Context: an optimization exercise on an open-source flow, tuned for small area, a short achievable clock period and few clock cycles. The choices shown serve that exercise and are no tape-out recipe. Only simulation tests tie the RTL to the original design; equivalence was not proved. Power and IR drop assume default switching activity.

## flow/run.sh

```bash
#!/bin/bash
# Layout flow: the standard synthesis unchanged, then the standard ORFS
# layout steps, with two changes to how the layout is optimised (the clock,
# the SDC and every constraint stay the design's):
#  - the resizer's setup repair aims for extra slack (SETUP_SLACK_MARGIN), so
#    it sizes and buffers the critical paths instead of stopping at 60 ns;
#  - the port buffers are buf_2 cells instead of the default choice.
# Each run's full output goes to its own log here; ORFS's step logs are kept
# under orfs/logs/.
set -euo pipefail
bash standard.sh synth > synth.log 2>&1
bash standard.sh SETUP_SLACK_MARGIN=45 \
  "BUFFER_PORTS_ARGS=-buffer_cell sky130_fd_sc_hd__buf_2" finish > layout.log 2>&1
```

## standard.sh

```bash
#!/bin/bash
# synth_recipe.tcl (not shown) runs the flow's synth.tcl, then flattens the netlist and writes it again
# the make line also repeats each setting of config.mk as NAME=value (left out here)
make -C /OpenROAD-flow-scripts/flow DESIGN_CONFIG=/design/flow/config.mk WORK_HOME=/design/flow/orfs CLKGATE_MAP_FILE= SYNTH_SCRIPT=/design/flow/synth_recipe.tcl "${@:-finish}"
```

## config.mk

```make
export PLATFORM = sky130hd
export DESIGN_NAME = lc4_core
export DESIGN_NICKNAME = lc4_core
export VERILOG_FILES = /design/flow/design.v
export SDC_FILE = /design/flow/constraint.sdc
export NUM_CORES = 4
export LEC_CHECK = 0
export CAP_MARGIN = 20
export CORE_MARGIN = 2
export CORE_UTILIZATION = 50
export CTS_CLUSTER_DIAMETER = 100
export CTS_CLUSTER_SIZE = 20
export SLEW_MARGIN = 20
```

## constraint.sdc

```tcl
create_clock -name core_clock -period 60.0 [get_ports {clk}]
set_input_delay 12.0000 -clock core_clock [delete_from_list [all_inputs] [get_ports {clk}]]
set_output_delay 12.0000 -clock core_clock [all_outputs]
set_load 0.01 [all_outputs]
```

## design.v

```verilog
`timescale 1ns / 1ps
`default_nettype none
module lc4_add16(input wire [15:0] a, input wire [15:0] b, input wire ci, output wire [15:0] s, output wire co);
   wire [15:0] p = a ^ b;
   wire [15:0] g0 = a & b;
   wire gc0 = g0[0] | (p[0] & ci);
   wire G0 = g0[1] | (p[1] & gc0);
   wire P0 = p[1] & p[0];
   wire G1 = g0[3] | (p[3] & g0[2]);
   wire P1 = p[3] & p[2];
   wire G2 = g0[5] | (p[5] & g0[4]);
   wire P2 = p[5] & p[4];
   wire G3 = g0[7] | (p[7] & g0[6]);
   wire P3 = p[7] & p[6];
   wire G4 = g0[9] | (p[9] & g0[8]);
   wire P4 = p[9] & p[8];
   wire G5 = g0[11] | (p[11] & g0[10]);
   wire P5 = p[11] & p[10];
   wire G6 = g0[13] | (p[13] & g0[12]);
   wire P6 = p[13] & p[12];
   wire G7 = g0[15] | (p[15] & g0[14]);
   wire P7 = p[15] & p[14];
   wire G8 = G1 | (P1 & G0);
   wire P8 = P1 & P0;
   wire G9 = G3 | (P3 & G2);
   wire P9 = P3 & P2;
   wire G10 = G5 | (P5 & G4);
   wire P10 = P5 & P4;
   wire G11 = G7 | (P7 & G6);
   wire P11 = P7 & P6;
   wire G12 = G9 | (P9 & G8);
   wire P12 = P9 & P8;
   wire G13 = G11 | (P11 & G10);
   wire P13 = P11 & P10;
   wire G14 = G13 | (P13 & G12);
   wire P14 = P13 & P12;
   wire G15 = G10 | (P10 & G12);
   wire P15 = P10 & P12;
   wire G16 = G2 | (P2 & G8);
   wire P16 = P2 & P8;
   wire G17 = G4 | (P4 & G12);
   wire P17 = P4 & P12;
   wire G18 = G6 | (P6 & G15);
   wire P18 = P6 & P15;
   wire G19 = g0[2] | (p[2] & G0);
   wire P19 = p[2] & P0;
   wire G20 = g0[4] | (p[4] & G8);
   wire P20 = p[4] & P8;
   wire G21 = g0[6] | (p[6] & G16);
   wire P21 = p[6] & P16;
   wire G22 = g0[8] | (p[8] & G12);
   wire P22 = p[8] & P12;
   wire G23 = g0[10] | (p[10] & G17);
   wire P23 = p[10] & P17;
   wire G24 = g0[12] | (p[12] & G15);
   wire P24 = p[12] & P15;
   wire G25 = g0[14] | (p[14] & G18);
   wire P25 = p[14] & P18;
   assign s[0] = p[0] ^ ci;
   assign s[1] = p[1] ^ gc0;
   assign s[2] = p[2] ^ G0;
   assign s[3] = p[3] ^ G19;
   assign s[4] = p[4] ^ G8;
   assign s[5] = p[5] ^ G20;
   assign s[6] = p[6] ^ G16;
   assign s[7] = p[7] ^ G21;
   assign s[8] = p[8] ^ G12;
   assign s[9] = p[9] ^ G22;
   assign s[10] = p[10] ^ G17;
   assign s[11] = p[11] ^ G23;
   assign s[12] = p[12] ^ G15;
   assign s[13] = p[13] ^ G24;
   assign s[14] = p[14] ^ G18;
   assign s[15] = p[15] ^ G25;
   assign co = G14;
endmodule
module lc4_add17(input wire [16:0] a, input wire [16:0] b, input wire ci, output wire [16:0] s, output wire co);
   wire [16:0] p = a ^ b;
   wire [16:0] g0 = a & b;
   wire gc0 = g0[0] | (p[0] & ci);
   wire G0 = g0[1] | (p[1] & gc0);
   wire P0 = p[1] & p[0];
   wire G1 = g0[3] | (p[3] & g0[2]);
   wire P1 = p[3] & p[2];
   wire G2 = g0[5] | (p[5] & g0[4]);
   wire P2 = p[5] & p[4];
   wire G3 = g0[7] | (p[7] & g0[6]);
   wire P3 = p[7] & p[6];
   wire G4 = g0[9] | (p[9] & g0[8]);
   wire P4 = p[9] & p[8];
   wire G5 = g0[11] | (p[11] & g0[10]);
   wire P5 = p[11] & p[10];
   wire G6 = g0[13] | (p[13] & g0[12]);
   wire P6 = p[13] & p[12];
   wire G7 = g0[15] | (p[15] & g0[14]);
   wire P7 = p[15] & p[14];
   wire G8 = G1 | (P1 & G0);
   wire P8 = P1 & P0;
   wire G9 = G3 | (P3 & G2);
   wire P9 = P3 & P2;
   wire G10 = G5 | (P5 & G4);
   wire P10 = P5 & P4;
   wire G11 = G7 | (P7 & G6);
   wire P11 = P7 & P6;
   wire G12 = G9 | (P9 & G8);
   wire P12 = P9 & P8;
   wire G13 = G11 | (P11 & G10);
   wire P13 = P11 & P10;
   wire G14 = G13 | (P13 & G12);
   wire P14 = P13 & P12;
   wire G15 = G10 | (P10 & G12);
   wire P15 = P10 & P12;
   wire G16 = G2 | (P2 & G8);
   wire P16 = P2 & P8;
   wire G17 = G4 | (P4 & G12);
   wire P17 = P4 & P12;
   wire G18 = G6 | (P6 & G15);
   wire P18 = P6 & P15;
   wire G19 = g0[2] | (p[2] & G0);
   wire P19 = p[2] & P0;
   wire G20 = g0[4] | (p[4] & G8);
   wire P20 = p[4] & P8;
   wire G21 = g0[6] | (p[6] & G16);
   wire P21 = p[6] & P16;
   wire G22 = g0[8] | (p[8] & G12);
   wire P22 = p[8] & P12;
   wire G23 = g0[10] | (p[10] & G17);
   wire P23 = p[10] & P17;
   wire G24 = g0[12] | (p[12] & G15);
   wire P24 = p[12] & P15;
   wire G25 = g0[14] | (p[14] & G18);
   wire P25 = p[14] & P18;
   wire G26 = g0[16] | (p[16] & G14);
   wire P26 = p[16] & P14;
   assign s[0] = p[0] ^ ci;
   assign s[1] = p[1] ^ gc0;
   assign s[2] = p[2] ^ G0;
   assign s[3] = p[3] ^ G19;
   assign s[4] = p[4] ^ G8;
   assign s[5] = p[5] ^ G20;
   assign s[6] = p[6] ^ G16;
   assign s[7] = p[7] ^ G21;
   assign s[8] = p[8] ^ G12;
   assign s[9] = p[9] ^ G22;
   assign s[10] = p[10] ^ G17;
   assign s[11] = p[11] ^ G23;
   assign s[12] = p[12] ^ G15;
   assign s[13] = p[13] ^ G24;
   assign s[14] = p[14] ^ G18;
   assign s[15] = p[15] ^ G25;
   assign s[16] = p[16] ^ G14;
   assign co = G26;
endmodule
module lc4_add16f(input wire [15:0] a, input wire [15:0] b, input wire ci, output wire [15:0] s, output wire co);
   wire [15:0] p = a ^ b;
   wire [15:0] g0 = a & b;
   wire gc0 = g0[0] | (p[0] & ci);
   wire G0 = g0[1] | (p[1] & gc0);
   wire P0 = p[1] & p[0];
   wire G1 = g0[3] | (p[3] & g0[2]);
   wire P1 = p[3] & p[2];
   wire G2 = g0[5] | (p[5] & g0[4]);
   wire P2 = p[5] & p[4];
   wire G3 = g0[7] | (p[7] & g0[6]);
   wire P3 = p[7] & p[6];
   wire G4 = g0[9] | (p[9] & g0[8]);
   wire P4 = p[9] & p[8];
   wire G5 = g0[11] | (p[11] & g0[10]);
   wire P5 = p[11] & p[10];
   wire G6 = g0[13] | (p[13] & g0[12]);
   wire P6 = p[13] & p[12];
   wire G7 = g0[15] | (p[15] & g0[14]);
   wire P7 = p[15] & p[14];
   wire G8 = g0[2] | (p[2] & G0);
   wire P8 = p[2] & P0;
   wire G9 = G1 | (P1 & G0);
   wire P9 = P1 & P0;
   wire G10 = g0[6] | (p[6] & G2);
   wire P10 = p[6] & P2;
   wire G11 = G3 | (P3 & G2);
   wire P11 = P3 & P2;
   wire G12 = g0[10] | (p[10] & G4);
   wire P12 = p[10] & P4;
   wire G13 = G5 | (P5 & G4);
   wire P13 = P5 & P4;
   wire G14 = g0[14] | (p[14] & G6);
   wire P14 = p[14] & P6;
   wire G15 = G7 | (P7 & G6);
   wire P15 = P7 & P6;
   wire G16 = g0[4] | (p[4] & G9);
   wire P16 = p[4] & P9;
   wire G17 = G2 | (P2 & G9);
   wire P17 = P2 & P9;
   wire G18 = G10 | (P10 & G9);
   wire P18 = P10 & P9;
   wire G19 = G11 | (P11 & G9);
   wire P19 = P11 & P9;
   wire G20 = g0[12] | (p[12] & G13);
   wire P20 = p[12] & P13;
   wire G21 = G6 | (P6 & G13);
   wire P21 = P6 & P13;
   wire G22 = G14 | (P14 & G13);
   wire P22 = P14 & P13;
   wire G23 = G15 | (P15 & G13);
   wire P23 = P15 & P13;
   wire G24 = g0[8] | (p[8] & G19);
   wire P24 = p[8] & P19;
   wire G25 = G4 | (P4 & G19);
   wire P25 = P4 & P19;
   wire G26 = G12 | (P12 & G19);
   wire P26 = P12 & P19;
   wire G27 = G13 | (P13 & G19);
   wire P27 = P13 & P19;
   wire G28 = G20 | (P20 & G19);
   wire P28 = P20 & P19;
   wire G29 = G21 | (P21 & G19);
   wire P29 = P21 & P19;
   wire G30 = G22 | (P22 & G19);
   wire P30 = P22 & P19;
   wire G31 = G23 | (P23 & G19);
   wire P31 = P23 & P19;
   assign s[0] = p[0] ^ ci;
   assign s[1] = p[1] ^ gc0;
   assign s[2] = p[2] ^ G0;
   assign s[3] = p[3] ^ G8;
   assign s[4] = p[4] ^ G9;
   assign s[5] = p[5] ^ G16;
   assign s[6] = p[6] ^ G17;
   assign s[7] = p[7] ^ G18;
   assign s[8] = p[8] ^ G19;
   assign s[9] = p[9] ^ G24;
   assign s[10] = p[10] ^ G25;
   assign s[11] = p[11] ^ G26;
   assign s[12] = p[12] ^ G27;
   assign s[13] = p[13] ^ G28;
   assign s[14] = p[14] ^ G29;
   assign s[15] = p[15] ^ G30;
   assign co = G31;
endmodule
module lc4_add11f(input wire [10:0] a, input wire [10:0] b, input wire ci, output wire [10:0] s, output wire co);
   wire [10:0] p = a ^ b;
   wire [10:0] g0 = a & b;
   wire gc0 = g0[0] | (p[0] & ci);
   wire G0 = g0[1] | (p[1] & gc0);
   wire P0 = p[1] & p[0];
   wire G1 = g0[3] | (p[3] & g0[2]);
   wire P1 = p[3] & p[2];
   wire G2 = g0[5] | (p[5] & g0[4]);
   wire P2 = p[5] & p[4];
   wire G3 = g0[7] | (p[7] & g0[6]);
   wire P3 = p[7] & p[6];
   wire G4 = g0[9] | (p[9] & g0[8]);
   wire P4 = p[9] & p[8];
   wire G5 = g0[2] | (p[2] & G0);
   wire P5 = p[2] & P0;
   wire G6 = G1 | (P1 & G0);
   wire P6 = P1 & P0;
   wire G7 = g0[6] | (p[6] & G2);
   wire P7 = p[6] & P2;
   wire G8 = G3 | (P3 & G2);
   wire P8 = P3 & P2;
   wire G9 = g0[10] | (p[10] & G4);
   wire P9 = p[10] & P4;
   wire G10 = g0[4] | (p[4] & G6);
   wire P10 = p[4] & P6;
   wire G11 = G2 | (P2 & G6);
   wire P11 = P2 & P6;
   wire G12 = G7 | (P7 & G6);
   wire P12 = P7 & P6;
   wire G13 = G8 | (P8 & G6);
   wire P13 = P8 & P6;
   wire G14 = g0[8] | (p[8] & G13);
   wire P14 = p[8] & P13;
   wire G15 = G4 | (P4 & G13);
   wire P15 = P4 & P13;
   wire G16 = G9 | (P9 & G13);
   wire P16 = P9 & P13;
   assign s[0] = p[0] ^ ci;
   assign s[1] = p[1] ^ gc0;
   assign s[2] = p[2] ^ G0;
   assign s[3] = p[3] ^ G5;
   assign s[4] = p[4] ^ G6;
   assign s[5] = p[5] ^ G10;
   assign s[6] = p[6] ^ G11;
   assign s[7] = p[7] ^ G12;
   assign s[8] = p[8] ^ G13;
   assign s[9] = p[9] ^ G14;
   assign s[10] = p[10] ^ G15;
   assign co = G16;
endmodule
`timescale 1ns / 1ps
`default_nettype none
module lc4_divider
   (input  wire        clk,
    input  wire        rst,
    input  wire        i_go,         
    input  wire [15:0] i_dividend,   
    input  wire [15:0] i_divisor,
    input  wire        i_div0,       
    output wire        o_done,       
    output wire [15:0] o_shifted,    
    output wire [15:0] o_quotient,
    output wire [15:0] o_remainder,
    output wire [16:0] o_t1,         
    input  wire [15:0] i_d1,         
    input  wire        i_q1);        
   reg        busy;
   reg [2:0]  k;
   reg [15:0] rr;
   wire [15:0] a = i_dividend;
   wire [15:0] b = i_divisor;
   wire [16:0] cmp_s;
   wire        cmp_c;
   lc4_add17 cmp (.a({3'd0, a[15:2]}), .b(~{1'b0, b}), .ci(1'b1), .s(cmp_s), .co(cmp_c));
   wire fast = ~busy & ~cmp_c;
   wire [15:0] rin  = fast ? {2'd0, a[15:2]} : busy ? rr : 16'd0;
   wire [1:0]  bits = fast ? a[1:0] : a[15:14];
   wire [15:0] rs1, rs0;
   wire [1:0]  qc;
   assign o_t1  = {rin, bits[1]};
   assign qc[1] = i_q1;
   assign rs1   = i_q1 ? i_d1 : o_t1[15:0];
   lc4_div_row row0 (.i_r(rs1), .i_bit(bits[0]), .i_b(b), .o_q(qc[0]), .o_r(rs0));
   assign o_done      = i_div0 | fast | (busy & (k == 3'd0));
   assign o_shifted   = {a[13:0], qc};
   assign o_quotient  = {busy ? a[13:0] : 14'd0, qc};
   assign o_remainder = rs0;
   always @(posedge clk) begin
      if (rst)
        busy <= 1'b0;
      else if (i_go)
        busy <= ~o_done;
      k  <= busy ? k - 3'd1 : 3'd6;
      rr <= rs0;
   end
endmodule
module lc4_div_row
   (input  wire [15:0] i_r,
    input  wire        i_bit,
    input  wire [15:0] i_b,
    output wire        o_q,
    output wire [15:0] o_r);
   wire [16:0] t = {i_r, i_bit};
   wire [16:0] d;
   lc4_add17 sub (.a(t), .b(~{1'b0, i_b}), .ci(1'b1), .s(d), .co(o_q));
   assign o_r = o_q ? d[15:0] : t[15:0];
endmodule
`timescale 1ns / 1ps
`default_nettype none
module lc4_mul16
   (input  wire [15:0] i_a,
    input  wire [15:0] i_b,
    output wire [15:0] o_x,
    output wire [15:0] o_y);
   wire pp0_0 = i_a[0] & i_b[0];
   wire pp0_1 = i_a[0] & i_b[1];
   wire pp0_2 = i_a[0] & i_b[2];
   wire pp0_3 = i_a[0] & i_b[3];
   wire pp0_4 = i_a[0] & i_b[4];
   wire pp0_5 = i_a[0] & i_b[5];
   wire pp0_6 = i_a[0] & i_b[6];
   wire pp0_7 = i_a[0] & i_b[7];
   wire pp0_8 = i_a[0] & i_b[8];
   wire pp0_9 = i_a[0] & i_b[9];
   wire pp0_10 = i_a[0] & i_b[10];
   wire pp0_11 = i_a[0] & i_b[11];
   wire pp0_12 = i_a[0] & i_b[12];
   wire pp0_13 = i_a[0] & i_b[13];
   wire pp0_14 = i_a[0] & i_b[14];
   wire pp0_15 = i_a[0] & i_b[15];
   wire pp1_0 = i_a[1] & i_b[0];
   wire pp1_1 = i_a[1] & i_b[1];
   wire pp1_2 = i_a[1] & i_b[2];
   wire pp1_3 = i_a[1] & i_b[3];
   wire pp1_4 = i_a[1] & i_b[4];
   wire pp1_5 = i_a[1] & i_b[5];
   wire pp1_6 = i_a[1] & i_b[6];
   wire pp1_7 = i_a[1] & i_b[7];
   wire pp1_8 = i_a[1] & i_b[8];
   wire pp1_9 = i_a[1] & i_b[9];
   wire pp1_10 = i_a[1] & i_b[10];
   wire pp1_11 = i_a[1] & i_b[11];
   wire pp1_12 = i_a[1] & i_b[12];
   wire pp1_13 = i_a[1] & i_b[13];
   wire pp1_14 = i_a[1] & i_b[14];
   wire pp2_0 = i_a[2] & i_b[0];
   wire pp2_1 = i_a[2] & i_b[1];
   wire pp2_2 = i_a[2] & i_b[2];
   wire pp2_3 = i_a[2] & i_b[3];
   wire pp2_4 = i_a[2] & i_b[4];
   wire pp2_5 = i_a[2] & i_b[5];
   wire pp2_6 = i_a[2] & i_b[6];
   wire pp2_7 = i_a[2] & i_b[7];
   wire pp2_8 = i_a[2] & i_b[8];
   wire pp2_9 = i_a[2] & i_b[9];
   wire pp2_10 = i_a[2] & i_b[10];
   wire pp2_11 = i_a[2] & i_b[11];
   wire pp2_12 = i_a[2] & i_b[12];
   wire pp2_13 = i_a[2] & i_b[13];
   wire pp3_0 = i_a[3] & i_b[0];
   wire pp3_1 = i_a[3] & i_b[1];
   wire pp3_2 = i_a[3] & i_b[2];
   wire pp3_3 = i_a[3] & i_b[3];
   wire pp3_4 = i_a[3] & i_b[4];
   wire pp3_5 = i_a[3] & i_b[5];
   wire pp3_6 = i_a[3] & i_b[6];
   wire pp3_7 = i_a[3] & i_b[7];
   wire pp3_8 = i_a[3] & i_b[8];
   wire pp3_9 = i_a[3] & i_b[9];
   wire pp3_10 = i_a[3] & i_b[10];
   wire pp3_11 = i_a[3] & i_b[11];
   wire pp3_12 = i_a[3] & i_b[12];
   wire pp4_0 = i_a[4] & i_b[0];
   wire pp4_1 = i_a[4] & i_b[1];
   wire pp4_2 = i_a[4] & i_b[2];
   wire pp4_3 = i_a[4] & i_b[3];
   wire pp4_4 = i_a[4] & i_b[4];
   wire pp4_5 = i_a[4] & i_b[5];
   wire pp4_6 = i_a[4] & i_b[6];
   wire pp4_7 = i_a[4] & i_b[7];
   wire pp4_8 = i_a[4] & i_b[8];
   wire pp4_9 = i_a[4] & i_b[9];
   wire pp4_10 = i_a[4] & i_b[10];
   wire pp4_11 = i_a[4] & i_b[11];
   wire pp5_0 = i_a[5] & i_b[0];
   wire pp5_1 = i_a[5] & i_b[1];
   wire pp5_2 = i_a[5] & i_b[2];
   wire pp5_3 = i_a[5] & i_b[3];
   wire pp5_4 = i_a[5] & i_b[4];
   wire pp5_5 = i_a[5] & i_b[5];
   wire pp5_6 = i_a[5] & i_b[6];
   wire pp5_7 = i_a[5] & i_b[7];
   wire pp5_8 = i_a[5] & i_b[8];
   wire pp5_9 = i_a[5] & i_b[9];
   wire pp5_10 = i_a[5] & i_b[10];
   wire pp6_0 = i_a[6] & i_b[0];
   wire pp6_1 = i_a[6] & i_b[1];
   wire pp6_2 = i_a[6] & i_b[2];
   wire pp6_3 = i_a[6] & i_b[3];
   wire pp6_4 = i_a[6] & i_b[4];
   wire pp6_5 = i_a[6] & i_b[5];
   wire pp6_6 = i_a[6] & i_b[6];
   wire pp6_7 = i_a[6] & i_b[7];
   wire pp6_8 = i_a[6] & i_b[8];
   wire pp6_9 = i_a[6] & i_b[9];
   wire pp7_0 = i_a[7] & i_b[0];
   wire pp7_1 = i_a[7] & i_b[1];
   wire pp7_2 = i_a[7] & i_b[2];
   wire pp7_3 = i_a[7] & i_b[3];
   wire pp7_4 = i_a[7] & i_b[4];
   wire pp7_5 = i_a[7] & i_b[5];
   wire pp7_6 = i_a[7] & i_b[6];
   wire pp7_7 = i_a[7] & i_b[7];
   wire pp7_8 = i_a[7] & i_b[8];
   wire pp8_0 = i_a[8] & i_b[0];
   wire pp8_1 = i_a[8] & i_b[1];
   wire pp8_2 = i_a[8] & i_b[2];
   wire pp8_3 = i_a[8] & i_b[3];
   wire pp8_4 = i_a[8] & i_b[4];
   wire pp8_5 = i_a[8] & i_b[5];
   wire pp8_6 = i_a[8] & i_b[6];
   wire pp8_7 = i_a[8] & i_b[7];
   wire pp9_0 = i_a[9] & i_b[0];
   wire pp9_1 = i_a[9] & i_b[1];
   wire pp9_2 = i_a[9] & i_b[2];
   wire pp9_3 = i_a[9] & i_b[3];
   wire pp9_4 = i_a[9] & i_b[4];
   wire pp9_5 = i_a[9] & i_b[5];
   wire pp9_6 = i_a[9] & i_b[6];
   wire pp10_0 = i_a[10] & i_b[0];
   wire pp10_1 = i_a[10] & i_b[1];
   wire pp10_2 = i_a[10] & i_b[2];
   wire pp10_3 = i_a[10] & i_b[3];
   wire pp10_4 = i_a[10] & i_b[4];
   wire pp10_5 = i_a[10] & i_b[5];
   wire pp11_0 = i_a[11] & i_b[0];
   wire pp11_1 = i_a[11] & i_b[1];
   wire pp11_2 = i_a[11] & i_b[2];
   wire pp11_3 = i_a[11] & i_b[3];
   wire pp11_4 = i_a[11] & i_b[4];
   wire pp12_0 = i_a[12] & i_b[0];
   wire pp12_1 = i_a[12] & i_b[1];
   wire pp12_2 = i_a[12] & i_b[2];
   wire pp12_3 = i_a[12] & i_b[3];
   wire pp13_0 = i_a[13] & i_b[0];
   wire pp13_1 = i_a[13] & i_b[1];
   wire pp13_2 = i_a[13] & i_b[2];
   wire pp14_0 = i_a[14] & i_b[0];
   wire pp14_1 = i_a[14] & i_b[1];
   wire pp15_0 = i_a[15] & i_b[0];
   wire s0, c0;
   lc4_fa fa0 (.a(pp0_2), .b(pp1_1), .c(pp2_0), .s(s0), .co(c0));
   wire s1, c1;
   lc4_fa fa1 (.a(pp0_3), .b(pp1_2), .c(pp2_1), .s(s1), .co(c1));
   wire s2, c2;
   lc4_fa fa2 (.a(pp0_4), .b(pp1_3), .c(pp2_2), .s(s2), .co(c2));
   wire s3 = pp3_1 ^ pp4_0;
   wire c3 = pp3_1 & pp4_0;
   wire s4, c4;
   lc4_fa fa4 (.a(pp0_5), .b(pp1_4), .c(pp2_3), .s(s4), .co(c4));
   wire s5, c5;
   lc4_fa fa5 (.a(pp3_2), .b(pp4_1), .c(pp5_0), .s(s5), .co(c5));
   wire s6, c6;
   lc4_fa fa6 (.a(pp0_6), .b(pp1_5), .c(pp2_4), .s(s6), .co(c6));
   wire s7, c7;
   lc4_fa fa7 (.a(pp3_3), .b(pp4_2), .c(pp5_1), .s(s7), .co(c7));
   wire s8, c8;
   lc4_fa fa8 (.a(pp0_7), .b(pp1_6), .c(pp2_5), .s(s8), .co(c8));
   wire s9, c9;
   lc4_fa fa9 (.a(pp3_4), .b(pp4_3), .c(pp5_2), .s(s9), .co(c9));
   wire s10 = pp6_1 ^ pp7_0;
   wire c10 = pp6_1 & pp7_0;
   wire s11, c11;
   lc4_fa fa11 (.a(pp0_8), .b(pp1_7), .c(pp2_6), .s(s11), .co(c11));
   wire s12, c12;
   lc4_fa fa12 (.a(pp3_5), .b(pp4_4), .c(pp5_3), .s(s12), .co(c12));
   wire s13, c13;
   lc4_fa fa13 (.a(pp6_2), .b(pp7_1), .c(pp8_0), .s(s13), .co(c13));
   wire s14, c14;
   lc4_fa fa14 (.a(pp0_9), .b(pp1_8), .c(pp2_7), .s(s14), .co(c14));
   wire s15, c15;
   lc4_fa fa15 (.a(pp3_6), .b(pp4_5), .c(pp5_4), .s(s15), .co(c15));
   wire s16, c16;
   lc4_fa fa16 (.a(pp6_3), .b(pp7_2), .c(pp8_1), .s(s16), .co(c16));
   wire s17, c17;
   lc4_fa fa17 (.a(pp0_10), .b(pp1_9), .c(pp2_8), .s(s17), .co(c17));
   wire s18, c18;
   lc4_fa fa18 (.a(pp3_7), .b(pp4_6), .c(pp5_5), .s(s18), .co(c18));
   wire s19, c19;
   lc4_fa fa19 (.a(pp6_4), .b(pp7_3), .c(pp8_2), .s(s19), .co(c19));
   wire s20 = pp9_1 ^ pp10_0;
   wire c20 = pp9_1 & pp10_0;
   wire s21, c21;
   lc4_fa fa21 (.a(pp0_11), .b(pp1_10), .c(pp2_9), .s(s21), .co(c21));
   wire s22, c22;
   lc4_fa fa22 (.a(pp3_8), .b(pp4_7), .c(pp5_6), .s(s22), .co(c22));
   wire s23, c23;
   lc4_fa fa23 (.a(pp6_5), .b(pp7_4), .c(pp8_3), .s(s23), .co(c23));
   wire s24, c24;
   lc4_fa fa24 (.a(pp9_2), .b(pp10_1), .c(pp11_0), .s(s24), .co(c24));
   wire s25, c25;
   lc4_fa fa25 (.a(pp0_12), .b(pp1_11), .c(pp2_10), .s(s25), .co(c25));
   wire s26, c26;
   lc4_fa fa26 (.a(pp3_9), .b(pp4_8), .c(pp5_7), .s(s26), .co(c26));
   wire s27, c27;
   lc4_fa fa27 (.a(pp6_6), .b(pp7_5), .c(pp8_4), .s(s27), .co(c27));
   wire s28, c28;
   lc4_fa fa28 (.a(pp9_3), .b(pp10_2), .c(pp11_1), .s(s28), .co(c28));
   wire s29, c29;
   lc4_fa fa29 (.a(pp0_13), .b(pp1_12), .c(pp2_11), .s(s29), .co(c29));
   wire s30, c30;
   lc4_fa fa30 (.a(pp3_10), .b(pp4_9), .c(pp5_8), .s(s30), .co(c30));
   wire s31, c31;
   lc4_fa fa31 (.a(pp6_7), .b(pp7_6), .c(pp8_5), .s(s31), .co(c31));
   wire s32, c32;
   lc4_fa fa32 (.a(pp9_4), .b(pp10_3), .c(pp11_2), .s(s32), .co(c32));
   wire s33 = pp12_1 ^ pp13_0;
   wire c33 = pp12_1 & pp13_0;
   wire s34, c34;
   lc4_fa fa34 (.a(pp0_14), .b(pp1_13), .c(pp2_12), .s(s34), .co(c34));
   wire s35, c35;
   lc4_fa fa35 (.a(pp3_11), .b(pp4_10), .c(pp5_9), .s(s35), .co(c35));
   wire s36, c36;
   lc4_fa fa36 (.a(pp6_8), .b(pp7_7), .c(pp8_6), .s(s36), .co(c36));
   wire s37, c37;
   lc4_fa fa37 (.a(pp9_5), .b(pp10_4), .c(pp11_3), .s(s37), .co(c37));
   wire s38, c38;
   lc4_fa fa38 (.a(pp12_2), .b(pp13_1), .c(pp14_0), .s(s38), .co(c38));
   wire s39, c39;
   lc4_fa fa39 (.a(pp0_15), .b(pp1_14), .c(pp2_13), .s(s39), .co(c39));
   wire s40, c40;
   lc4_fa fa40 (.a(pp3_12), .b(pp4_11), .c(pp5_10), .s(s40), .co(c40));
   wire s41, c41;
   lc4_fa fa41 (.a(pp6_9), .b(pp7_8), .c(pp8_7), .s(s41), .co(c41));
   wire s42, c42;
   lc4_fa fa42 (.a(pp9_6), .b(pp10_5), .c(pp11_4), .s(s42), .co(c42));
   wire s43, c43;
   lc4_fa fa43 (.a(pp12_3), .b(pp13_2), .c(pp14_1), .s(s43), .co(c43));
   wire s44, c44;
   lc4_fa fa44 (.a(c0), .b(s1), .c(pp3_0), .s(s44), .co(c44));
   wire s45, c45;
   lc4_fa fa45 (.a(c1), .b(s2), .c(s3), .s(s45), .co(c45));
   wire s46, c46;
   lc4_fa fa46 (.a(c2), .b(c3), .c(s4), .s(s46), .co(c46));
   wire s47, c47;
   lc4_fa fa47 (.a(c4), .b(c5), .c(s6), .s(s47), .co(c47));
   wire s48 = s7 ^ pp6_0;
   wire c48 = s7 & pp6_0;
   wire s49, c49;
   lc4_fa fa49 (.a(c6), .b(c7), .c(s8), .s(s49), .co(c49));
   wire s50 = s9 ^ s10;
   wire c50 = s9 & s10;
   wire s51, c51;
   lc4_fa fa51 (.a(c8), .b(c9), .c(c10), .s(s51), .co(c51));
   wire s52, c52;
   lc4_fa fa52 (.a(s11), .b(s12), .c(s13), .s(s52), .co(c52));
   wire s53, c53;
   lc4_fa fa53 (.a(c11), .b(c12), .c(c13), .s(s53), .co(c53));
   wire s54, c54;
   lc4_fa fa54 (.a(s14), .b(s15), .c(s16), .s(s54), .co(c54));
   wire s55, c55;
   lc4_fa fa55 (.a(c14), .b(c15), .c(c16), .s(s55), .co(c55));
   wire s56, c56;
   lc4_fa fa56 (.a(s17), .b(s18), .c(s19), .s(s56), .co(c56));
   wire s57, c57;
   lc4_fa fa57 (.a(c17), .b(c18), .c(c19), .s(s57), .co(c57));
   wire s58, c58;
   lc4_fa fa58 (.a(c20), .b(s21), .c(s22), .s(s58), .co(c58));
   wire s59 = s23 ^ s24;
   wire c59 = s23 & s24;
   wire s60, c60;
   lc4_fa fa60 (.a(c21), .b(c22), .c(c23), .s(s60), .co(c60));
   wire s61, c61;
   lc4_fa fa61 (.a(c24), .b(s25), .c(s26), .s(s61), .co(c61));
   wire s62, c62;
   lc4_fa fa62 (.a(s27), .b(s28), .c(pp12_0), .s(s62), .co(c62));
   wire s63, c63;
   lc4_fa fa63 (.a(c25), .b(c26), .c(c27), .s(s63), .co(c63));
   wire s64, c64;
   lc4_fa fa64 (.a(c28), .b(s29), .c(s30), .s(s64), .co(c64));
   wire s65, c65;
   lc4_fa fa65 (.a(s31), .b(s32), .c(s33), .s(s65), .co(c65));
   wire s66, c66;
   lc4_fa fa66 (.a(c29), .b(c30), .c(c31), .s(s66), .co(c66));
   wire s67, c67;
   lc4_fa fa67 (.a(c32), .b(c33), .c(s34), .s(s67), .co(c67));
   wire s68, c68;
   lc4_fa fa68 (.a(s35), .b(s36), .c(s37), .s(s68), .co(c68));
   wire s69, c69;
   lc4_fa fa69 (.a(c34), .b(c35), .c(c36), .s(s69), .co(c69));
   wire s70, c70;
   lc4_fa fa70 (.a(c37), .b(c38), .c(s39), .s(s70), .co(c70));
   wire s71, c71;
   lc4_fa fa71 (.a(s40), .b(s41), .c(s42), .s(s71), .co(c71));
   wire s72 = s43 ^ pp15_0;
   wire c72 = s43 & pp15_0;
   wire s73, c73;
   lc4_fa fa73 (.a(c45), .b(s46), .c(s5), .s(s73), .co(c73));
   wire s74, c74;
   lc4_fa fa74 (.a(c46), .b(s47), .c(s48), .s(s74), .co(c74));
   wire s75, c75;
   lc4_fa fa75 (.a(c47), .b(c48), .c(s49), .s(s75), .co(c75));
   wire s76, c76;
   lc4_fa fa76 (.a(c49), .b(c50), .c(s51), .s(s76), .co(c76));
   wire s77, c77;
   lc4_fa fa77 (.a(c51), .b(c52), .c(s53), .s(s77), .co(c77));
   wire s78 = s54 ^ pp9_0;
   wire c78 = s54 & pp9_0;
   wire s79, c79;
   lc4_fa fa79 (.a(c53), .b(c54), .c(s55), .s(s79), .co(c79));
   wire s80 = s56 ^ s20;
   wire c80 = s56 & s20;
   wire s81, c81;
   lc4_fa fa81 (.a(c55), .b(c56), .c(s57), .s(s81), .co(c81));
   wire s82 = s58 ^ s59;
   wire c82 = s58 & s59;
   wire s83, c83;
   lc4_fa fa83 (.a(c57), .b(c58), .c(c59), .s(s83), .co(c83));
   wire s84, c84;
   lc4_fa fa84 (.a(s60), .b(s61), .c(s62), .s(s84), .co(c84));
   wire s85, c85;
   lc4_fa fa85 (.a(c60), .b(c61), .c(c62), .s(s85), .co(c85));
   wire s86, c86;
   lc4_fa fa86 (.a(s63), .b(s64), .c(s65), .s(s86), .co(c86));
   wire s87, c87;
   lc4_fa fa87 (.a(c63), .b(c64), .c(c65), .s(s87), .co(c87));
   wire s88, c88;
   lc4_fa fa88 (.a(s66), .b(s67), .c(s68), .s(s88), .co(c88));
   wire s89, c89;
   lc4_fa fa89 (.a(c66), .b(c67), .c(c68), .s(s89), .co(c89));
   wire s90, c90;
   lc4_fa fa90 (.a(s69), .b(s70), .c(s71), .s(s90), .co(c90));
   wire s91, c91;
   lc4_fa fa91 (.a(c74), .b(s75), .c(s50), .s(s91), .co(c91));
   wire s92, c92;
   lc4_fa fa92 (.a(c75), .b(s76), .c(s52), .s(s92), .co(c92));
   wire s93, c93;
   lc4_fa fa93 (.a(c76), .b(s77), .c(s78), .s(s93), .co(c93));
   wire s94, c94;
   lc4_fa fa94 (.a(c77), .b(c78), .c(s79), .s(s94), .co(c94));
   wire s95, c95;
   lc4_fa fa95 (.a(c79), .b(c80), .c(s81), .s(s95), .co(c95));
   wire s96, c96;
   lc4_fa fa96 (.a(c81), .b(c82), .c(s83), .s(s96), .co(c96));
   wire s97, c97;
   lc4_fa fa97 (.a(c83), .b(c84), .c(s85), .s(s97), .co(c97));
   wire s98, c98;
   lc4_fa fa98 (.a(c85), .b(c86), .c(s87), .s(s98), .co(c98));
   wire s99 = s88 ^ s38;
   wire c99 = s88 & s38;
   wire s100, c100;
   lc4_fa fa100 (.a(c87), .b(c88), .c(s89), .s(s100), .co(c100));
   wire s101 = s90 ^ s72;
   wire c101 = s90 & s72;
   wire s102, c102;
   lc4_fa fa102 (.a(c93), .b(s94), .c(s80), .s(s102), .co(c102));
   wire s103, c103;
   lc4_fa fa103 (.a(c94), .b(s95), .c(s82), .s(s103), .co(c103));
   wire s104, c104;
   lc4_fa fa104 (.a(c95), .b(s96), .c(s84), .s(s104), .co(c104));
   wire s105, c105;
   lc4_fa fa105 (.a(c96), .b(s97), .c(s86), .s(s105), .co(c105));
   wire s106, c106;
   lc4_fa fa106 (.a(c97), .b(s98), .c(s99), .s(s106), .co(c106));
   wire s107, c107;
   lc4_fa fa107 (.a(c98), .b(c99), .c(s100), .s(s107), .co(c107));
   wire s108, c108;
   lc4_fa fa108 (.a(c106), .b(s107), .c(s101), .s(s108), .co(c108));
   wire [15:0] xx = {s108, c105, c104, c103, c102, s102, c92, c91, s91, c73, s73, c44, s44, s0, pp0_1, pp0_0};
   wire [15:0] yy = {1'b0, s106, s105, s104, s103, 1'b0, s93, s92, 1'b0, s74, 1'b0, s45, 1'b0, 1'b0, pp1_0, 1'b0};
   assign o_x = xx;
   assign o_y = yy;
endmodule
module lc4_fa(input wire a, b, c, output wire s, co);
   assign s  = a ^ b ^ c;
   assign co = (a & b) | (a & c) | (b & c);
endmodule
`timescale 1ns / 1ps
`default_nettype none
module lc4_regfile
   (input  wire        clk,
    input  wire        rst,
    input  wire [2:0]  i_rs,
    output wire [15:0] o_rs_data,
    input  wire [2:0]  i_rt,
    output wire [15:0] o_rt_data,
    input  wire [2:0]  i_rd,
    input  wire [15:0] i_wdata,
    input  wire        i_rd_we);
   reg [15:0] r [0:7];
   wire [15:0] wd = rst ? 16'd0 : i_wdata;
   genvar i;
   for (i = 0; i < 8; i = i + 1) begin : g_reg
      always @(posedge clk)
        if (rst | (i_rd_we & (i_rd == i))) r[i] <= wd;
   end
   assign o_rs_data = r[i_rs];
   assign o_rt_data = r[i_rt];
endmodule
`timescale 1ns / 1ps
`default_nettype none
module lc4_core
   (input  wire        clk,
    input  wire        rst,
    output wire [15:0] o_cur_pc,
    input  wire [15:0] i_cur_insn,
    output wire [15:0] o_dmem_addr,
    input  wire [15:0] i_cur_dmem_data,
    output wire        o_dmem_we,
    output wire [15:0] o_dmem_towrite,
    output wire [1:0]  test_stall,
    output wire [15:0] test_cur_pc,
    output wire [15:0] test_cur_insn,
    output wire        test_regfile_we,
    output wire [2:0]  test_regfile_wsel,
    output wire [15:0] test_regfile_data,
    output wire        test_nzp_we,
    output wire [2:0]  test_nzp_new_bits,
    output wire        test_dmem_we,
    output wire [15:0] test_dmem_addr,
    output wire [15:0] test_dmem_data
    );
   reg [15:0] pc;
   reg [2:0]  nzp;
   reg        x_valid;
   reg [15:0] x_insn, x_pc, x_a;
   reg [2:0]  x_bsel;
   reg        w_valid;
   reg [15:0] w_pc, w_insn, w_val, w_addr;
   reg [2:0]  w_nzp;
   wire        x_stall;
   wire        x_rf_we, x_nzp_we, x_ldr;
   wire [2:0]  x_wsel, x_nzp_alu;
   wire [15:0] x_res, x_b;
   wire [15:0] f_insn = i_cur_insn;
   wire [3:0]  f_op   = f_insn[15:12];
   wire [2:0]  f_asel = (f_op == 4'b0010 || f_op == 4'b1101) ? f_insn[11:9] :
                        (f_op == 4'b1000) ? 3'd7 : f_insn[8:6];
   wire [2:0]  f_bsel = (f_op == 4'b0111) ? f_insn[11:9] : f_insn[2:0];
   wire [15:0] rf_a;
   wire        x_wr = x_valid & x_rf_we;
   lc4_regfile rf (.clk(clk), .rst(rst),
                   .i_rs(f_asel), .o_rs_data(rf_a),
                   .i_rt(x_bsel), .o_rt_data(x_b),
                   .i_rd(x_wsel), .i_wdata(x_res), .i_rd_we(x_wr & ~x_stall));
   wire [15:0] f_a = (x_wr && x_wsel == f_asel) ? x_res : rf_a;
   wire [2:0]  f_nzp = ~(x_valid & x_nzp_we) ? nzp : x_nzp_alu;
   wire [15:0] f_npc;
   lc4_nextpc npc (.i_pc(pc), .i_insn(f_insn), .i_nzp(f_nzp), .i_ld(x_valid & x_ldr),
                   .i_ld_data(i_cur_dmem_data), .i_reg(f_a), .o_npc(f_npc));
   genvar i;
   wire [15:0] d_shifted;
   always @(posedge clk) begin
      if (rst) begin
         pc      <= 16'h8200;
         x_valid <= 1'b0;
      end else if (!x_stall) begin
         pc      <= f_npc;
         x_valid <= 1'b1;
      end
      if (!x_stall) begin
         x_insn <= f_insn;
         x_pc   <= pc;
         x_bsel <= f_bsel;
      end
      x_a <= x_stall ? d_shifted : f_a;
   end
   assign o_cur_pc = pc;
   wire [3:0] x_op = x_insn[15:12];
   wire x_arith = (x_op == 4'b0001);
   wire x_cmp   = (x_op == 4'b0010);
   wire x_jsrx  = (x_op == 4'b0100);
   wire x_logic = (x_op == 4'b0101);
   wire x_str   = (x_op == 4'b0111);
   wire x_const = (x_op == 4'b1001);
   wire x_shift = (x_op == 4'b1010);
   wire x_hic   = (x_op == 4'b1101);
   wire x_trap  = (x_op == 4'b1111);
   assign x_ldr = (x_op == 4'b0110);
   wire x_ari_r = x_arith & ~x_insn[5];
   wire x_mul   = x_ari_r & (x_insn[4:3] == 2'b01);
   wire x_sub   = x_ari_r & (x_insn[4:3] == 2'b10);
   wire x_div   = x_ari_r & (x_insn[4:3] == 2'b11);
   wire x_mod   = x_shift & (x_insn[5:4] == 2'b11);
   wire x_shr   = x_shift & (x_insn[5] ^ x_insn[4]);    
   wire x_sll   = x_shift & (x_insn[5:4] == 2'b00);
   assign x_rf_we  = x_arith | x_jsrx | x_logic | x_ldr | x_const | x_shift | x_hic | x_trap;
   assign x_nzp_we = x_rf_we | x_cmp;
   assign x_wsel   = (x_jsrx | x_trap) ? 3'd7 : x_insn[11:9];
   wire [15:0] addr;
   lc4_agen agen (.i_base(x_a), .i_off(x_insn[5:0]), .o_addr(addr));
   wire [15:0] sx5 = {{11{x_insn[4]}}, x_insn[4:0]};
   wire        x_dm  = x_div | x_mod;
   wire        x_mm  = x_mul | (x_shift & ~x_mod);    
   wire [16:0] d_t1;
   wire [15:0] op2 = x_mm ? mul_y :
                     (x_ari_r | x_mod) ? x_b :
                     x_arith ? sx5 :
                     (x_insn[8:7] == 2'b10) ? {{9{x_insn[6]}}, x_insn[6:0]} :
                     (x_insn[8:7] == 2'b11) ? {9'd0, x_insn[6:0]} : x_b;
   wire        x_neg = x_sub | x_cmp | x_dm;
   wire        x_sgn = x_cmp & ~x_insn[7];
   wire [16:0] sum;
   wire        sum_co;
   lc4_add17 alu_add (.a(x_dm ? d_t1 : x_mm ? {1'b0, mul_x} : {x_sgn & x_a[15], x_a}),
                      .b({x_sgn & op2[15], op2} ^ {17{x_neg}}),
                      .ci(x_neg), .s(sum), .co(sum_co));
   wire        c_lt = sum[16];
   wire        c_eq = (sum[15:0] == 16'd0);
   wire [15:0] x_a_rev, onehot;
   for (i = 0; i < 16; i = i + 1) begin : g_rev
      assign x_a_rev[i] = x_a[15-i];
      assign onehot[i]  = (x_insn[3:0] == i);
   end
   wire [15:0] m_a = x_shr ? x_a_rev : x_a;
   wire [15:0] m_b = x_shift ? onehot : x_b;
   wire [15:0] prod, prod_rev, mul_x, mul_y;
   lc4_mul16 mul (.i_a(m_a), .i_b(m_b), .o_x(mul_x), .o_y(mul_y));
   assign prod = sum[15:0];                      
   for (i = 0; i < 16; i = i + 1) begin : g_prev
      assign prod_rev[i] = prod[15-i];
   end
   wire [15:0] sra_fill = {16{x_a[15] & ~x_insn[5]}} & ~(16'hFFFF >> x_insn[3:0]);
   wire        div0 = (x_b == 16'd0);
   wire        d_done;
   wire [15:0] quo, rem;
   lc4_divider div (.clk(clk), .rst(rst), .i_go(x_valid & (x_div | x_mod)),
                    .i_dividend(x_a), .i_divisor(x_b), .i_div0(div0),
                    .o_done(d_done), .o_shifted(d_shifted),
                    .o_quotient(quo), .o_remainder(rem),
                    .o_t1(d_t1), .i_d1(sum[15:0]), .i_q1(sum_co));
   assign x_stall = x_valid & (x_div | x_mod) & ~d_done;
   reg [15:0] lg;
   always @* begin
      if (x_insn[5]) lg = x_a & sx5;
      else case (x_insn[4:3])
             2'b00: lg = x_a & x_b;
             2'b01: lg = ~x_a;
             2'b10: lg = x_a | x_b;
             default: lg = x_a ^ x_b;
           endcase
   end
   wire [15:0] x_pc1;
   wire [16:0] xpc_c;
   assign xpc_c[0] = 1'b1;
   for (i = 0; i < 16; i = i + 1) begin : g_xpc1
      assign x_pc1[i]    = x_pc[i] ^ xpc_c[i];
      assign xpc_c[i+1]  = x_pc[i] & xpc_c[i];
   end
   wire s_sum  = x_arith & ~x_mul & ~x_div;
   wire s_prod = (x_arith & x_mul) | x_sll;
   wire s_rsh  = x_shr;
   wire s_quo  = x_div & ~div0;
   wire s_rem  = x_mod & ~div0;
   wire [15:0] res_nl =
      ({16{s_sum}}   & sum[15:0]) |
      ({16{s_prod}}  & prod) |
      ({16{s_rsh}}   & (prod_rev | sra_fill)) |
      ({16{s_quo}}   & quo) |
      ({16{s_rem}}   & rem) |
      ({16{x_logic}} & lg) |
      ({16{x_const}} & {{7{x_insn[8]}}, x_insn[8:0]}) |
      ({16{x_hic}}   & {x_insn[7:0], x_a[7:0]}) |
      ({16{x_jsrx | x_trap}} & x_pc1);
   wire [15:0] res = x_ldr ? i_cur_dmem_data : res_nl;
   assign x_res = res;
   wire [2:0] res_nzp = {res_nl[15], res_nl == 16'd0, ~res_nl[15] & (res_nl != 16'd0)};
   assign x_nzp_alu = x_cmp ? {c_lt, c_eq, ~c_lt & ~c_eq} : res_nzp;
   wire       ld_zero = (i_cur_dmem_data == 16'd0);
   wire [2:0] x_nzp   = x_ldr ? {i_cur_dmem_data[15], ld_zero, ~i_cur_dmem_data[15] & ~ld_zero}
                              : x_nzp_alu;
   always @(posedge clk) begin
      if (rst)
        nzp <= 3'b000;
      else if (x_valid & x_nzp_we & ~x_stall)
        nzp <= x_nzp;
   end
   assign o_dmem_addr    = addr;
   assign o_dmem_we      = x_valid & x_str;
   assign o_dmem_towrite = x_b;
   always @(posedge clk) begin
      if (rst)
        w_valid <= 1'b0;
      else
        w_valid <= x_valid & ~x_stall;
      w_pc   <= x_pc;
      w_insn <= x_insn;
      w_nzp  <= x_nzp;
      w_addr <= addr;
      w_val  <= x_str ? x_b : res;
   end
   wire [3:0] w_op = w_insn[15:12];
   wire w_jsrx = (w_op == 4'b0100) | (w_op == 4'b1111);
   wire w_rf   = (w_op == 4'b0001) | (w_op == 4'b0100) | (w_op == 4'b0101) |
                 (w_op == 4'b0110) | (w_op == 4'b1001) | (w_op == 4'b1010) |
                 (w_op == 4'b1101) | (w_op == 4'b1111);
   assign test_stall        = {1'b0, ~w_valid};
   assign test_cur_pc       = w_pc;
   assign test_cur_insn     = w_insn;
   assign test_regfile_we   = w_rf;
   assign test_regfile_wsel = w_jsrx ? 3'd7 : w_insn[11:9];
   assign test_regfile_data = w_val;
   assign test_nzp_we       = w_rf | (w_op == 4'b0010);
   assign test_nzp_new_bits = w_nzp;
   assign test_dmem_we      = (w_op == 4'b0111);
   assign test_dmem_addr    = w_addr;
   assign test_dmem_data    = w_val;
endmodule
module lc4_agen
   (input  wire [15:0] i_base,
    input  wire [5:0]  i_off,
    output wire [15:0] o_addr);
   genvar i;
   wire [6:0]  a_lo = {1'b0, i_base[5:0]} + {1'b0, i_off};
   wire [9:0]  a_hi = i_base[15:6];
   wire [9:0]  a_inc, a_dec;
   for (i = 0; i < 10; i = i + 1) begin : g_incdec
      if (i == 0) begin : g0
         assign a_inc[i] = ~a_hi[i];
         assign a_dec[i] = ~a_hi[i];
      end else begin : gn
         assign a_inc[i] = a_hi[i] ^ (&a_hi[i-1:0]);
         assign a_dec[i] = a_hi[i] ^ ~(|a_hi[i-1:0]);
      end
   end
   wire        a_up = a_lo[6] & ~i_off[5];
   wire        a_dn = ~a_lo[6] & i_off[5];
   assign o_addr = {a_up ? a_inc : a_dn ? a_dec : a_hi, a_lo[5:0]};
endmodule
module lc4_nextpc
   (input  wire [15:0] i_pc,
    input  wire [15:0] i_insn,
    input  wire [2:0]  i_nzp,       
    input  wire        i_ld,        
    input  wire [15:0] i_ld_data,
    input  wire [15:0] i_reg,
    output wire [15:0] o_npc);
   genvar i;
   wire       ld_zero = (i_ld_data == 16'd0);
   wire [2:0] ld_nzp  = {i_ld_data[15], ld_zero, ~i_ld_data[15] & ~ld_zero};
   wire f_taken = |(i_insn[11:9] & (i_ld ? ld_nzp : i_nzp));
   wire [15:0] pc1;
   wire [16:0] pc_c;
   assign pc_c[0] = 1'b1;
   for (i = 0; i < 16; i = i + 1) begin : g_pc1
      assign pc1[i]    = i_pc[i] ^ pc_c[i];
      assign pc_c[i+1] = i_pc[i] & pc_c[i];
   end
   wire [9:0]  lo9  = {1'b0, pc1[8:0]} + {1'b0, i_insn[8:0]};
   wire [6:0]  h7   = pc1[15:9];
   wire [6:0]  h7_p = h7 + 7'd1;
   wire [6:0]  h7_m = h7 - 7'd1;
   wire [6:0]  t9_hi = (lo9[9] & ~i_insn[8]) ? h7_p : (~lo9[9] & i_insn[8]) ? h7_m : h7;
   wire [2:0]  mid0 = {1'b0, pc1[10:9]} + {1'b0, i_insn[10:9]};
   wire [2:0]  mid1 = {1'b0, pc1[10:9]} + {1'b0, i_insn[10:9]} + 3'd1;
   wire [2:0]  mid  = lo9[9] ? mid1 : mid0;
   wire [4:0]  h5   = pc1[15:11];
   wire [4:0]  h5_p = h5 + 5'd1;
   wire [4:0]  h5_m = h5 - 5'd1;
   wire [4:0]  t11_hi = (mid[2] & ~i_insn[10]) ? h5_p : (~mid[2] & i_insn[10]) ? h5_m : h5;
   wire        f_br  = (i_insn[15:12] == 4'b0000);
   wire [15:0] f_tgt = f_br ? {t9_hi, lo9[8:0]} : {t11_hi, mid[1:0], lo9[8:0]};
   wire f_jmp   = (i_insn[15:11] == 5'b11001);
   wire f_jsr   = (i_insn[15:11] == 5'b01001);
   wire f_trap  = (i_insn[15:12] == 4'b1111);
   wire f_ind   = (i_insn[15:11] == 5'b11000) | (i_insn[15:11] == 5'b01000) |
                  (i_insn[15:12] == 4'b1000);                         
   wire f_seq   = ~(f_br | f_jmp | f_jsr | f_trap | f_ind);
   assign o_npc =
      ({16{(f_br & f_taken) | f_jmp}} & f_tgt) |
      ({16{(f_br & ~f_taken) | f_seq}} & pc1) |
      ({16{f_jsr}}  & {i_pc[15], i_insn[10:0], 4'b0000}) |
      ({16{f_trap}} & {8'h80, i_insn[7:0]}) |
      ({16{f_ind}}  & i_reg);
endmodule
```

==> metrics.md, run 1 <==
| Metric | Value |
|---|---|
| CP arrival | `3090 ps` |
| Fraction of registers with async set/reset | `0` |
| Placed inst area | `0.0242 sq mm` |
| Slew headroom | `0.309` |
| Max-slew violation count | `0` |
| Cells taking the most area after synthesis | `edfxtp_1 (21%), dfxtp_1 (11%), fa_1 (9.1%), ha_1 (8.0%), nor2_1 (4.6%)` |
| Initial antenna violation count | `1` |
| TNS Setup | `0 ps` |
| Core Box Area | `0.0452 sq mm` |
| CP Launch Type | `register` |
| Root buffer cell | `clkbuf_16` |
| Hold_sp | `x_pc[1]` |
| Vias | `21.9k` |
| Most frequent cells in the layout | `nor2_1 (280), nand2_1 (258), inv_1 (184), buf_2 (172), edfxtp_1 (163)` |
| Slowest stage delay, CP | `480 ps` |
| DRC Markers | `0` |
| CP dominant cell by count | `inv_2` |
| Fin nets | `3002` |
| Max IR drop VDD | `0.0000387 V` |
| Largest register by flop count | `rf.r` |
| Routed WL per cell | `28.6 um` |
| Die Ht | `217 um` |
| Largest net degree at the start of global routing | `68` |
| Clock Latency Late Sink | `550 ps` |
| Reg-to-reg setup timing slack | `45710 ps` |
| Ant diodes | `0` |
| Status | `complete, no violations` |
| Total track usage | `0.395` |
| Worst Path Required | `48000 ps` |
| CTS sink cnt | `287` |
| # fillers | `4156` |
| Syn Std Cell Area | `0.0228 sq mm` |
| Max reg flops | `128` |
| Critical path type | `reg -> out` |
| Syn Inst Count | `2586` |
| Die area | `0.0473 sq mm` |
| Reg clk slew, reported paths | `90 ps` |
| CP cell instances | `ha_2 -> inv_2 -> fa_2 -> inv_2 -> a21oi_2 -> o21bai_1 -> a21o_1 -> a21o_2 -> nor3_1 -> a31oi_1 -> o21ai_1 -> buf_2` |
| Clk_skew | `23.7 ps` |
| Power per cell area | `38.7 mW/mm^2` |
| Yosys reg bits | `287` |
| Worst Hold Class | `reg -> reg` |
| Post-route cell area | `0.0256 sq mm` |
| Crit-path max FO | `6` |
| H-tree Lvls | `1` |
| Worst Tran Pin Value | `1040 ps` |
| CTS tree | `done` |
| Yosys top cell area share | `0.215` |
| Die Width | `217 um` |
| Initial drt markers | `2732` |
| Commonest non-fill, non-tap cell in the layout | `nor2_1` |
| Port buffer count | `172` |
| Initial Util | `0.504` |
| Via density | `6.56` |
| Reg-to-reg startpoint | `x_bsel[0]` |
| CTS max path bufs | `3` |
| Total power | `0.989 mW` |
| Max Cap Viol | `0` |
| Vias in the first global route | `20.7k` |
| Synth cell types | `97` |
| Worst path slowest cell | `edfxtp_1` |
| End of the worst register-to-register path | `pc[4]` |
| RSZ-0062 raised after global routing | `true` |
| Fin util | `0.566` |
| Crit-path leading delay family | `compound AO/OA/AOI/OAI gates` |
| R2R cell count | `57` |
| IO Count | `174` |
| Tmin final | `15090 ps` |
| WHS Endpoint | `w_pc[1]` |
| Fin Hold WS | `399 ps` |
| Fin. Hold Viols | `0` |
| Endpoints failing setup | `0` |
| Area Growth Syn to Fin | `12.2%` |
| Hold Path Depth | `0` |
| Syn Area/Cell | `8.81 sq um` |
| F_max | `0.0663 GHz` |
| Number of CTS-inserted buffers | `19` |
| Drt total wl | `95200 um` |
| Sequential-to-total area share from yosys stat | `0.324` |
| HPWL Detailed | `69600 um` |
| Leakage | `10.9 nW` |
| Number of synthesized flops with an enable pin | `163` |
| Post-route ant nets | `0` |
| Share of cells above drive strength 1 | `0.163` |
| Rows | `78` |
| Synth warn | `4` |
| Fin crit share | `0.252` |
| Crit end category | `primary output` |
| GRT overflow | `0` |
| Leading area contributor after synthesis | `edfxtp_1` |
| Routability cong. | `1.04` |
| Top FF cell, synth | `edfxtp_1` |
| Net Count, Synth | `2869` |
| First-pass GRT wire length | `138000 um` |
| CP bufs+invs | `3` |
| Number of detailed-route iterations in the first pass | `7` |
logic make-up after synthesis:
group / Yosys count / share of synthesized area
AND/OR/NAND/NOR: 786 / 0.156
adder cells (fa/ha/maj): 251 / 0.172
flip-flops: 287 / 0.324
buffers and inverters: 369 / 0.0666
XOR/XNOR: 87 / 0.0334
other: 1 / 0.000165
AO/OA/AOI/OAI: 734 / 0.215
multiplexers: 71 / 0.0333
cell usage after synthesis, types with 9 or more instances:
cell type and number:
fa_1 103, o211ai_1 17, and3_1 18, nor4_1 9, inv_1 190, a211oi_1 48, buf_1 17, nor2b_1 19
nor2_1 281, buf_2 10, nor3_1 29, buf_4 24, o221ai_1 19, and2_1 25, a22oi_1 16, edfxtp_1 163
a31oi_1 31, nand3_1 43, o21a_1 23, o21ai_1 11, a221oi_1 45, o21ai_0 161, a21o_1 27, or2_2 17
nand2_1 261, a21oi_1 180, ha_1 146, nand2b_1 38, xnor2_1 61, xor2_1 26, mux2i_1 59, dfxtp_1 124
o22ai_1 34, o21bai_1 12, clkbuf_1 116, nand4_1 16
through the flow:
step / std cells / worst slack, ps
5_1_grt: 3331 / 44810
6_report: 3331 / 44910
3_3_place_gp: 3259 / 43920
2_1_floorplan: 2586 / 45010
4_1_cts: 3307 / 44990
3_5_place_dp: 3259 / 43850
worst max-delay path by stage:
stage,from,endpoint,slack [ps],cells after the start
floorplan,i_cur_insn[1],pc[15],45010,17
global placement,i_cur_insn[1],pc[15],43920,17
detailed placement,i_cur_insn[13],pc[1],43850,15
CTS,x_a[1],o_dmem_addr[11],44990,12
global route,x_insn[0],o_dmem_addr[12],44810,12
finish,x_insn[0],o_dmem_addr[8],44910,12
final cells by class:
type | instances | area [sq um] | area share
tap | 600 | 751 | 0.0294
clock inverter | 4 | 45.0 | 0.00176
inverter | 198 | 758 | 0.0297
clock buffer | 29 | 523 | 0.0205
multi-input combinational | 1933 | 14300 | 0.561
sequential | 287 | 7380 | 0.289
timing repair buffer | 280 | 1770 | 0.0691
metal layers:
layer  global-route usage  wire (um)  vias up
met5                    0          0        -
met3               0.0703       9490      327
met2                0.602      41500     1408
li1                     -          -     9446
met1                0.529      37600    10700
met4                0.231       6700        0
where the power goes:
part	internal (mW)	total [mW]	leakage [nW]	switching (mW)
logic	0.213	0.592	7.88	0.379
clock network	0.0621	0.135	0.274	0.0728
registers	0.242	0.262	2.74	0.0198
total	0.517	0.989	10.9	0.472
repair_timing:
action,4_1_cts,5_1_grt
resized for setup,38,62
hold buffers,0,0
gates cloned,2,1
pin swaps,10,19
setup buffers,13,23
endpoints found under the setup margin,52,32
Testbench counts, summed over its fixed seeds: cycles 49,549.
==> run 2: changes to the inputs <==
--- a/design.v
+++ b/design.v
@@ -842,9 +842,11 @@
    wire        x_sgn = x_cmp & ~x_insn[7];
    wire [16:0] sum;
    wire        sum_co;
-   lc4_add17 alu_add (.a(x_dm ? d_t1 : x_mm ? {1'b0, mul_x} : {x_sgn & x_a[15], x_a}),
-                      .b({x_sgn & op2[15], op2} ^ {17{x_neg}}),
-                      .ci(x_neg), .s(sum), .co(sum_co));
+   wire        x_link = x_jsrx | x_trap;              
+   lc4_add17 alu_add (.a(x_dm ? d_t1 : x_mm ? {1'b0, mul_x} : x_link ? {1'b0, x_pc} :
+                         {x_sgn & x_a[15], x_a}),
+                      .b(x_link ? 17'd0 : {x_sgn & op2[15], op2} ^ {17{x_neg}}),
+                      .ci(x_neg | x_link), .s(sum), .co(sum_co));
    wire        c_lt = sum[16];
    wire        c_eq = (sum[15:0] == 16'd0);
    wire [15:0] x_a_rev, onehot;
@@ -880,13 +882,6 @@
              default: lg = x_a ^ x_b;
            endcase
    end
-   wire [15:0] x_pc1;
-   wire [16:0] xpc_c;
-   assign xpc_c[0] = 1'b1;
-   for (i = 0; i < 16; i = i + 1) begin : g_xpc1
-      assign x_pc1[i]    = x_pc[i] ^ xpc_c[i];
-      assign xpc_c[i+1]  = x_pc[i] & xpc_c[i];
-   end
    wire s_sum  = x_arith & ~x_mul & ~x_div;
    wire s_prod = (x_arith & x_mul) | x_sll;
    wire s_rsh  = x_shr;
@@ -901,7 +896,8 @@
       ({16{x_logic}} & lg) |
       ({16{x_const}} & {{7{x_insn[8]}}, x_insn[8:0]}) |
       ({16{x_hic}}   & {x_insn[7:0], x_a[7:0]}) |
-      ({16{x_jsrx | x_trap}} & x_pc1);
+      ({16{x_link}}  & sum[15:0]) |
+      ({16{x_str}}   & x_b);              
    wire [15:0] res = x_ldr ? i_cur_dmem_data : res_nl;
    assign x_res = res;
    wire [2:0] res_nzp = {res_nl[15], res_nl == 16'd0, ~res_nl[15] & (res_nl != 16'd0)};
@@ -927,7 +923,7 @@
       w_insn <= x_insn;
       w_nzp  <= x_nzp;
       w_addr <= addr;
-      w_val  <= x_str ? x_b : res;
+      w_val  <= res;
    end
    wire [3:0] w_op = w_insn[15:12];
    wire w_jsrx = (w_op == 4'b0100) | (w_op == 4'b1111);
==> flow/run.sh (replaced) <==
#!/bin/bash
# Layout flow: the standard synthesis unchanged, then the standard ORFS
# layout steps, with two changes to how the layout is optimised (the clock,
# the SDC and every constraint stay the design's):
#  - the resizer's setup repair aims for extra slack (SETUP_SLACK_MARGIN), so
#    it sizes and buffers the critical paths instead of stopping at 60 ns;
#  - the port buffers are buf_1 cells instead of the default choice.
# Each run's full output goes to its own log here; ORFS's step logs are kept
# under orfs/logs/.
set -euo pipefail
bash standard.sh synth > synth.log 2>&1
bash standard.sh SETUP_SLACK_MARGIN=45 \
  "BUFFER_PORTS_ARGS=-buffer_cell sky130_fd_sc_hd__buf_1" finish > layout.log 2>&1
==> metrics.md, run 2 <==
| Metric | Value |
|---|---|
| Largest register by flop count | `rf.r` |
| CTS max path bufs | `3 (unchanged)` |
| Top-count cell post-synth | `nor2_1` |
| Max reg flops | `128 (unchanged)` |
| Syn Inst Count | `2546 (-1.5%)` |
| Number of detailed-route iterations in the first pass | `6 (-1)` |
| Port buffer count | `172 (unchanged)` |
| Yosys reg bits | `287 (unchanged)` |
| Largest net degree at the start of global routing | `59 (-13%)` |
| Max-slew violation count | `0 (unchanged)` |
| Top FF cell, synth | `edfxtp_1` |
| Hold Path Depth | `0 (unchanged)` |
| Number of synthesized flops with an enable pin | `163 (unchanged)` |
| CTS sink cnt | `287 (unchanged)` |
| Fin util | `0.557 (-0.00824)` |
| Crit end category | `primary output` |
| Routed WL per cell | `29.7 um (+3.7%)` |
| Initial Util | `0.503 (-0.000685)` |
| IO Count | `174 (unchanged)` |
| Core Box Area | `0.0451 sq mm (-0.22%)` |
| Reg-to-reg setup timing slack | `45720 ps (about the same)` |
| Die Ht | `217 um (-0.17%)` |
| CP arrival | `3060 ps (-30 ps)` |
| F_max | `0.0664 GHz (+0.21%)` |
| Via density | `6.58 (+0.22%)` |
| Max Cap Viol | `0 (unchanged)` |
| Sw Share | `0.483 (+0.00615)` |
| H-tree Lvls | `1 (unchanged)` |
| End of the worst register-to-register path | `pc[12]` |
| Status | `complete, no violations` |
| Die area | `0.0471 sq mm (-0.34%)` |
| DRC Markers | `0 (unchanged)` |
| Clock Power Share | `0.136 (about the same)` |
| RSZ-0062 raised after global routing | `true` |
| Yosys top cell area share | `0.216 (+0.000758)` |
| Clk_skew | `28.6 ps (+4.94 ps)` |
| Internal cell power | `0.545 mW (+5.4%)` |
| Vias | `21.6k (-1.2%)` |
| Crit-path max FO | `46 (+40)` |
| Cells taking the most area after synthesis | `edfxtp_1 (22%), dfxtp_1 (11%), fa_1 (9.2%), ha_1 (7.3%), nor2_1 (4.9%)` |
| Placed instance count | `3220 (-1.2%)` |
| Hold Buf Count CTS | `0 (unchanged)` |
| Critical path type | `reg -> out` |
| Commonest non-fill, non-tap cell in the layout | `nor2_1` |
| Leakage | `10.2 nW (-6.8%)` |
| Initial antenna violation count | `4 (+3)` |
| WHS Endpoint | `w_pc[5]` |
| Gate power share | `0.607 (+0.008)` |
| Synth warn | `4 (unchanged)` |
| Tmin final | `15060 ps (-31.4 ps)` |
| HPWL Detailed | `70900 um (+2.0%)` |
| Non-Filler Instances | `3285 (-1.4%)` |
| CP Launch Type | `register` |
| TNS Setup | `0 ps (unchanged)` |
| Total track usage | `0.405 (+0.00938)` |
| Syn Std Cell Area | `0.0227 sq mm (-0.35%)` |
| Share of cells above drive strength 1 | `0.104 (-0.0582)` |
| Fin crit share | `0.251 (-0.000523)` |
| Worst Hold Class | `reg -> reg` |
| Most frequent cells in the layout | `nor2_1 (294), nand2_1 (245), a21oi_1 (187), inv_1 (168), buf_1 (166)` |
| R2R cell count | `54 (-5.3%)` |
| Endpoints failing setup | `0 (unchanged)` |
| Number of CTS-inserted buffers | `20 (+1)` |
| Sequential-to-total area share from yosys stat | `0.325 (+0.00114)` |
| Placed inst area | `0.0240 sq mm (-1.1%)` |
| Fraction of registers with async set/reset | `0 (unchanged)` |
| Hold_sp | `x_pc[5]` |
| Post-synth top cells | `nor2_1 (295), nand2_1 (246), a21oi_1 (197), inv_1 (173), edfxtp_1 (163)` |
| Initial drt markers | `2840 (+4.0%)` |
| Reg-to-reg startpoint | `x_bsel[1]` |
| Max IR drop VDD | `0.0000304 V (-21%)` |
==> run 2: changes by cell type after synthesis, moves of 9 or more <==
cell,previous run,this run
a31oi_1,31,20
a221oi_1,45,54
nand3_1,43,55
a21oi_1,180,197
xnor2_1,61,52
nor2_1,281,295
nand3b_1,2,12
o21ai_0,161,129
a211oi_1,48,35
nand2_1,261,246
a22oi_1,16,6
inv_1,190,173
ha_1,146,132
==> run 2: how the worst max path moves through the flow <==
stage / cells past startpoint / from / endpoint
final: 7 / x_bsel[1] / o_dmem_towrite[10]
after global routing: 12 / x_insn[1] / o_dmem_addr[7]
after CTS: 12 / x_insn[0] / o_dmem_addr[12]
after detailed placement: 14 / i_cur_insn[13] / pc[3]
after global placement: 13 / i_cur_insn[13] / pc[3]
after floorplan: 16 / i_cur_insn[1] / pc[15]
==> run 2: kinds of logic (layout without fill, tap and decap cells) <==
logic type               after synthesis  in the layout  share of synthesized area
multiplexers                          75             75                     0.0361
XOR/XNOR                              79             79                     0.0305
AO/OA/AOI/OAI                        700            703                      0.211
flip-flops                           287            287                      0.325
adder cells (fa/ha/maj)              236            236                      0.164
other                                  1              3                   0.000165
AND/OR/NAND/NOR                      813            814                      0.166
buffers and inverters                355            488                     0.0667
==> run 2: cell type report <==
type | instances | area, sq um
Antenna cell | 2 | 5.00
Clock buffer | 30 | 538
Clock inverter | 6 | 80.1
Fill cell | 4191 | 20000
Inverter | 179 | 687
Multi-Input combinational cell | 1908 | 14200
Sequential cell | 287 | 7380
Tap cell | 600 | 751
Timing Repair Buffer | 273 | 1460
==> run 2: power groups by stage <==
stage / Sequential (mW) / Combinational (mW) / Clock (mW)
2_1_floorplan: 0.272 / 0.393 / 0
3_3_place_gp: 0.274 / 0.601 / 0
3_5_place_dp: 0.274 / 0.607 / 0
4_1_cts: 0.269 / 0.617 / 0.144
5_1_grt: 0.273 / 0.686 / 0.150
6_report: 0.270 / 0.641 / 0.143
==> run 2: through the flow <==
step	hold WS (ps)	power [mW]	setup WS (ps)
6_report	378	1.05	44940
5_1_grt	380	1.11	44840
4_1_cts	376	1.03	44960
2_1_floorplan	343	0.665	45080
3_5_place_dp	357	0.881	44030
3_3_place_gp	358	0.875	44230
==> run 2: repair_timing <==
action,CTS,global route
hold endpoints to repair,0,0
setup endpoints to repair,32,39
buffers inserted,4,19
pin swaps,4,16
cloned,2,2
resized for setup,25,52
==> run 2: layer usage <==
layer	share of wire	GRT usage	wire length (um)	up-vias
li1	-	-	-	9341
met1	0.39	0.534	37800	10500
met2	0.45	0.632	43700	1384
met3	0.097	0.0731	9500	330
met4	0.066	0.221	6470	2
met5	0.00013	0	13	-
==> run 2: worst max-delay path: stages, from the launching register on <==
cell and delay [ps]:
edfxtp_1 370, clkbuf_8 260, nor2_1 690, a22o_1 290, o32ai_4 110, buf_4 230, inv_1 270, buf_1 200
Testbench counts of run 2, summed over its fixed seeds: cycles 49,549.

Check on run 2: ideal ports give 44.938 ns setup slack; a clkbuf_16 on the clock port and buf_2 on the inputs give 44.879 ns; moving port delays by the midpoint clock arrival (0.611 ns) as well gives 44.643 ns.
